What follows belongs to an exercise in optimizing a design on an open flow for small area; a production flow would make more cautious choices.
Only simulation tests tie the RTL to the original design; equivalence was not proved.
Power and IR drop assume default switching activity.

**design.v**
```verilog
`timescale 1ns / 1ns
module vga_sync_gen
(
input wire          CLK,    
input wire          RST,    
output wire         GEN_ACTIVE,
output wire  [23:0] GEN_RGB,
output wire  [10:0] GEN_HCNT,
output wire         GEN_HSYNC,
output wire         GEN_HSYNCP,
output wire  [10:0] GEN_VCNT,
output wire         GEN_VSYNC,
output wire         GEN_VSYNCP,
input wire   [10:0] V_FRONT_PORCH,
input wire   [10:0] V_SYNC,
input wire   [10:0] V_BACK_PORCH,
input wire   [10:0] V_ACTIVE,
input wire          V_SYNC_POL,
input wire   [10:0] H_FRONT_PORCH,
input wire   [10:0] H_SYNC,
input wire   [10:0] H_BACK_PORCH,
input wire   [10:0] H_ACTIVE,
input wire          H_SYNC_POL
);
localparam  FSM_IDLE                = 0;
localparam  FSM_SYNC                = 30;
localparam  FSM_BACK_PORCH          = 40;
localparam  FSM_ACTIVE              = 50;
localparam  FSM_FRONT_PORCH         = 60;
reg   [7:0] fsm_h;
reg         fsm_tic;
reg         fsm_cv;
reg   [7:0] fsm_v;
reg  [10:0] cnt_h;
reg  [10:0] cnt_ha;
reg  [10:0] cnt_v;
reg  [10:0] cnt_va;
reg  [23:0] test_pattern;
reg         active_v;
reg         active_h;
reg         active_hv;
reg         sync_h;
reg         sync_hp;
reg         sync_v;
reg         sync_vp;
wire                             [7:0] test_y = cnt_ha[7:0];
always @(posedge CLK or posedge RST)
 if(RST)                                  test_pattern <= 24'h000000;
 else if(cnt_ha[3:0]==4'd0)               test_pattern <= 24'hFFFFFF;
 else if(cnt_va[3:0]==4'd0)               test_pattern <= 24'hFFFFFF;
 else if(cnt_va[5:4]==2'd0)               test_pattern <= {test_y,test_y,test_y};
 else if(cnt_va[5:4]==2'd1)               test_pattern <= {test_y,8'd0  ,8'd0  };
 else if(cnt_va[5:4]==2'd2)               test_pattern <= {8'd0  ,test_y,8'd0  };
 else if(cnt_va[5:4]==2'd3)               test_pattern <= {8'd0  ,8'd0  ,test_y};
always @(posedge CLK or posedge RST)
    if(RST)                                 fsm_h   <= FSM_IDLE;
    else case(fsm_h)                      
    FSM_IDLE:                               fsm_h   <= FSM_SYNC;
    FSM_SYNC:           if(cnt_h==1)        fsm_h   <= FSM_BACK_PORCH;
    FSM_BACK_PORCH:     if(cnt_h==1)        fsm_h   <= FSM_ACTIVE;
    FSM_ACTIVE:         if(cnt_h==1)        fsm_h   <= FSM_FRONT_PORCH;   
    FSM_FRONT_PORCH:    if(cnt_h==1)        fsm_h   <= FSM_SYNC;  
    endcase
always @(posedge CLK or posedge RST)
    if(RST)                                 fsm_tic <= 1'b0;
    else if(fsm_h == FSM_FRONT_PORCH)       fsm_tic <= cnt_h == 2;
    else                                    fsm_tic <= 1'b0;
always @(posedge CLK or posedge RST)
    if(RST)                                 fsm_cv <= 1'b0;
    else if(fsm_h == FSM_ACTIVE)            fsm_cv <= cnt_h == 1;
    else                                    fsm_cv <= 1'b0;
always @(posedge CLK or posedge RST)
    if(RST)                                 fsm_v  <= FSM_IDLE;
    else if(fsm_tic) case(fsm_v)                   
    FSM_IDLE:                               fsm_v  <= FSM_SYNC;
    FSM_SYNC:           if(cnt_v==1)        fsm_v  <= FSM_BACK_PORCH;
    FSM_BACK_PORCH:     if(cnt_v==1)        fsm_v  <= FSM_ACTIVE;
    FSM_ACTIVE:         if(cnt_v==1)        fsm_v  <= FSM_FRONT_PORCH;   
    FSM_FRONT_PORCH:    if(cnt_v==1)        fsm_v  <= FSM_SYNC;  
    endcase
always @(posedge CLK or posedge RST)
    if(RST)          cnt_h <= 1;
    else case(fsm_h)
    FSM_IDLE:           cnt_h <=              H_SYNC;
    FSM_SYNC:           cnt_h <= (cnt_h==1) ? H_BACK_PORCH      : (cnt_h - 1);
    FSM_BACK_PORCH:     cnt_h <= (cnt_h==1) ? H_ACTIVE          : (cnt_h - 1);
    FSM_ACTIVE:         cnt_h <= (cnt_h==1) ? H_FRONT_PORCH     : (cnt_h - 1);
    FSM_FRONT_PORCH:    cnt_h <= (cnt_h==1) ? H_SYNC            : (cnt_h - 1);
    endcase
always @(posedge CLK or posedge RST)
    if(RST)          cnt_v <= 1;
    else if(fsm_tic) case(fsm_v)
    FSM_IDLE:           cnt_v <=              V_SYNC;
    FSM_SYNC:           cnt_v <= (cnt_v==1) ? V_BACK_PORCH     : (cnt_v - 1);
    FSM_BACK_PORCH:     cnt_v <= (cnt_v==1) ? V_ACTIVE         : (cnt_v - 1);
    FSM_ACTIVE:         cnt_v <= (cnt_v==1) ? V_FRONT_PORCH    : (cnt_v - 1);
    FSM_FRONT_PORCH:    cnt_v <= (cnt_v==1) ? V_SYNC           : (cnt_v - 1);
    endcase
always @(posedge CLK or posedge RST)
    if(RST)                      sync_hp   <=        1'b0;
    else if(fsm_h == FSM_SYNC)   sync_hp   <=  H_SYNC_POL;
    else                         sync_hp   <= !H_SYNC_POL;
always @(posedge CLK or posedge RST)
    if(RST)                      sync_h    <=        1'b0;
    else if(fsm_h == FSM_SYNC)   sync_h    <=        1'b1;
    else                         sync_h    <=        1'b0;
always @(posedge CLK or posedge RST)
    if(RST)                      sync_vp   <=        1'b0;
    else if(fsm_v == FSM_SYNC)   sync_vp   <=  V_SYNC_POL;
    else                         sync_vp   <= !V_SYNC_POL;
always @(posedge CLK or posedge RST)
    if(RST)                      sync_v    <=        1'b0;
    else if(fsm_v == FSM_SYNC)   sync_v    <=        1'b1;
    else                         sync_v    <=        1'b0;
always @(posedge CLK or posedge RST)
    if(RST)                     active_h  <= 1'b0;
    else if(fsm_h != FSM_ACTIVE)active_h  <= 1'b0;
   else                         active_h  <= 1'b1;  
always @(posedge CLK or posedge RST)
    if(RST)                     active_v  <= 1'b0;
    else if(fsm_v != FSM_ACTIVE)active_v  <= 1'b0;
   else                         active_v  <= 1'b1;  
always @(posedge CLK or posedge RST)
    if(RST)                     active_hv <= 1'b0;
    else if(fsm_v != FSM_ACTIVE)active_hv <= 1'b0;
    else if(fsm_h != FSM_ACTIVE)active_hv <= 1'b0;
   else                         active_hv <= 1'b1;  
always @(posedge CLK or posedge RST)
    if(RST)                     cnt_ha    <= 11'd0;
    else if(active_h)           cnt_ha    <= cnt_ha + 11'd1;
    else                        cnt_ha    <= 11'd0;
always @(posedge CLK or posedge RST)
    if(RST)                     cnt_va    <= 11'd0;
    else if( active_v && fsm_cv)cnt_va    <= cnt_va + 11'd1;
    else if(!active_v)          cnt_va    <= 11'd0;
assign GEN_ACTIVE  = active_hv;
assign GEN_RGB     = test_pattern;
assign GEN_HCNT    = cnt_ha;
assign GEN_VCNT    = cnt_va;
assign GEN_HSYNC   = sync_h;
assign GEN_VSYNC   = sync_v;
assign GEN_HSYNCP  = sync_hp;
assign GEN_VSYNCP  = sync_vp;
endmodule
```
**run.sh**
```bash
#!/bin/bash
# synth_recipe.tcl (not shown) runs the flow's synth.tcl, then flattens the netlist and writes it again
# the make line also repeats each setting of config.mk as NAME=value (left out here)
make -C /OpenROAD-flow-scripts/flow DESIGN_CONFIG=/design/flow/config.mk WORK_HOME=/design/flow/orfs CLKGATE_MAP_FILE= SYNTH_SCRIPT=/design/flow/synth_recipe.tcl finish
```
**constraint.sdc**
```tcl
create_clock -name core_clock -period 5.0 [get_ports {CLK}]
set_input_delay 1.0000 -clock core_clock [delete_from_list [all_inputs] [get_ports {CLK}]]
set_output_delay 1.0000 -clock core_clock [all_outputs]
set_load 0.01 [all_outputs]
```
**config.mk**
```make
export PLATFORM = sky130hd
export DESIGN_NAME = vga_sync_gen
export DESIGN_NICKNAME = vga_sync_gen
export VERILOG_FILES = /design/flow/design.v
export SDC_FILE = /design/flow/constraint.sdc
export NUM_CORES = 4
export LEC_CHECK = 0
export CAP_MARGIN = 20
export CORE_MARGIN = 2
export CORE_UTILIZATION = 40
export SLEW_MARGIN = 20
```
==> run summary <==
* Outcome: no timing/DRC/antenna violations
* Clock Path Buffers at 2
* Post-DP Area at 6380 um^2
* Int Power at 1.47 mW
* Clk_skew at approximately 0.0084 ns
* Crit end category: register
* Drt drc at 0
* Slew HR at 34.7%
* Ant diodes at 0
* Initial antenna violation count at 0
* Routed WL at 13600 um
* Register clock-pin slew on the reported worst setup and hold paths at 0.07 ns
* # setup viols final at 0
* Slew @ Worst Pin at 0.976 ns
* Sw Ratio at 32.5%
* Cell breakdown of the critical path: nor4_1 -> nand4_1 -> nand2_1 -> a32oi_1 -> a221o_1
* Hold buffers post-CTS at 0
* Clk sink count at 87
* Row cnt at 40
* #FFs+latches synth at 87
* Period utilization at between 50% and 60%
* Global-route wire length before repair at 22100 um
* Routed Antenna Nets at 0
* WP data arrival at 3.22 ns
* CTS Buf Count at 9
* Max_cap viols at 0
* Overall power at 2.17 mW
* Distinct cells, synth at 66
* Seq/Total Area, Yosys at 44.7%
* CP max FO at 23
* Synth area leaders: dfrtp_1 44%, o21ai_0 5.0%, a22oi_1 4.3%
* Initial DRC count at between 200 and 300
* Top cell type's share of synthesized area at a little over two fifths
* Crit path launch type: register
* Fraction of registers with async set/reset at 100%
* GR Overflow Total at 0
* Clock share of power at 32.7%
* Synthesized area at 4880 um^2
* Min Clock Period, post-route at about 3.0 ns
* Largest area contributor in the netlist: dfrtp_1
* IO Port Bufs at 142
* GRT Total Usage at 21.3%
* Core area at 12000 um^2
* Layout cells sized above 1 at 5.37%
* Fin Hold WS at 0.527 ns
* Vias in the first global route at 4514
* Peak supply drop at 165 uV
* Req. time, crit path at 5.23 ns
* P_sw at 707 uW
* CP max-delay cell: nand4_1
* Number of synthesized flops with an enable pin at 0
* Fin Setup TNS at 0 ns
* Cells after synthesis at between 500 and 600
* CTS tree: done
* Via density at 5.59
* Post-route cell area at roughly 6700 um^2
* Initial core utilization at 40.8%
* YS warnings at 1
* Gates resized, CTS repair at 0
* Filler instances at 1102
* Pin count of the biggest net entering global routing at 62
* Gp weighted congestion at 0.912
* Top Ports at 143
* Average cell area after synthesis at 9.03 um^2
* Die area at roughly 13000 um^2
* RSZ-0062 raised after global routing: no
* Kind of critical path: reg -> reg
* H-Tree Depth at 3
* Logic pwr share at around 28%
* Final net count at 767
* Sequential Power Share at roughly 40%
* DP Wirelength at 10000 um
* Drt wl/cell at 16.6 um
* Clock root cell: clkbuf_16
* Drt pass-1 iters at 5
* Die span in x at 114 um
* PnR worst setup slack at 2.01 ns
* Leakage power figure at 2.56 nW
* Peak Freq at 335 MHz
* Max-slew violation count at 0
* Skew-Pair Late Insertion Delay at between 0.3 and 0.4 ns
* Post-CTS Setup Inserts at 0
* Vias at between 4000 and 5000
* Hold Vio Cnt, Final at 0
* PD cells at 324 nW/um^2
* Post-Syn Nets at 641
* Chip height at 114 um
* Critical Path Max Stage Delay at between 0.8 and 0.9 ns
* HP Class: reg -> reg
* Dominant register cell in the synthesized netlist: dfrtp_1
* Area delta synth->final at 37.3%
* Dpl ws at 2.04 ns
## Yosys cell counts, drive strengths merged (4+ instances only)
library cell and count:
a21boi 7, a21oi 26, a221oi 8, a222oi 4
a22oi 28, a31oi 6, and2 16, and3 8
buf 8, clkbuf 26, dfrtp 85, ha 9
inv 23, mux2i 4, nand2 51, nand3 20
nand4 7, nor2 42, nor2b 4, nor3 14
nor4 7, o21ai 51, o22ai 4, or3 6
or4 5, xnor2 18, xor2 7
## final timing paths
kind                       depth (start not counted)               end       from  slack [ns]
min                                                2         cnt_v[10]  cnt_v[10]        0.53
max reg2reg                                        5          cnt_h[5]   cnt_h[4]        2.01
min in group asynchronous                          2  test_pattern[10]        RST        1.15
max in group asynchronous                          3          cnt_h[0]        RST        2.96
max                                                5          cnt_h[5]   cnt_h[4]        2.01
min reg2reg                                        2         cnt_v[10]  cnt_v[10]        0.53
## routing by layer
| layer | wire [um] | track usage [%] | part of all wire (%) | up-vias |
|---|---|---|---|---|
| met5 | 0 | 0 | 0 | - |
| li1 | - | - | - | 2227 |
| met1 | 6150 | 27.6 | 45 | 2194 |
| met2 | 6620 | 35.8 | 49 | 132 |
| met4 | 248 | 8.37 | 1.8 | 0 |
| met3 | 599 | 3.44 | 4.4 | 17 |
## worst max-delay path, delay by kind of cell (launching register included)
| family | cells | cell delay (ns) |
|---|---|---|
| AO/OA/AOI/OAI | 2 | 0.45 |
| AND/OR/NAND/NOR | 3 | 1.99 |
| flip-flops | 1 | 0.44 |
## registers in the layout, indices dropped and copies added, names as in the netlist
| signal | count |
|---|---|
| sync_v | 1 |
| fsm_cv | 1 |
| fsm_v | 5 |
| cnt_va | 11 |
| sync_vp | 1 |
| cnt_v | 11 |
| active_hv | 1 |
| sync_h | 1 |
| cnt_h | 11 |
| test_pattern | 24 |
| cnt_ha | 11 |
| active_v | 1 |
| fsm_tic | 1 |
| sync_hp | 1 |
| fsm_h | 5 |
| active_h | 1 |
## per-stage QoR
step / std cells / util [%]
floorplan: 540 / -
global placement: 802 / 53.4
detailed placement: 802 / 53.4
CTS: 818 / 56.0
global route: 818 / 56.0
finish: 818 / 56.0
## power groups by stage
stage / clock network, mW / registers (mW) / logic (mW)
2_1_floorplan: 0 / 0.841 / 0.405
3_3_place_gp: 0 / 0.868 / 0.593
3_5_place_dp: 0 / 0.871 / 0.602
4_1_cts: 0.727 / 0.860 / 0.603
5_1_grt: 0.756 / 0.874 / 0.671
6_report: 0.710 / 0.861 / 0.601
## cell type report
| class | count | area [um^2] | area share, % |
|---|---|---|---|
| Multi-Input combinational cell | 396 | 2460 | 36.7 |
| Sequential cell | 87 | 2180 | 32.5 |
| Timing Repair Buffer | 149 | 1470 | 22.0 |
| Clock buffer | 10 | 239 | 3.57 |
| Tap cell | 147 | 184 | 2.75 |
| Inverter | 23 | 88.8 | 1.33 |
| Clock inverter | 6 | 75.1 | 1.12 |
## cells in the final DEF, fill, tap and decap left out, types with 8 or more instances in the layout
master,n
ha_1,9
nand3_1,20
dfrtp_1,85
a22oi_1,28
xnor2_1,18
nor3_1,14
o21ai_0,49
and3_1,8
clkdlybuf4s50_1,142
nand2_1,51
nor2_1,42
and2_1,16
a21oi_1,25
clkbuf_16,9
inv_1,22
## cell families after synthesis
family	synth area share (%)
flip-flops	44.7
AND/OR/NAND/NOR	20.5
multiplexers	1.28
AO/OA/AOI/OAI	21.9
adder cells (fa/ha/maj)	2.31
XOR/XNOR	4.49
buffers and inverters	4.90

## separate check: timing with driven ports
In the flow no input, the clock included, has a driving cell. The finished layout below was timed again as built, in two steps. Step 1 assumes that a clkbuf_16 drives the clock port and a buf_2 every other input. Step 2 also shifts input and output timing later by t, the mid clock arrival at the registers, as if the neighbouring blocks saw the same clock. Slacks: no drivers / after step 1 / after step 2; pairs: no drivers / after step 1.
t, ns: 0.384
setup WS [ns]: 2.012 / 2.012 / 2.012
hold WS [ns]: 0.527 / 0.527 / 0.527
worst setup path after step 2: register to register
worst data-port slew with drivers (ns): 0.05
After both steps setup and hold are still met in this run. The setup slack of this run moves by 0.000 ns with the drivers and by 0.000 ns with both steps.
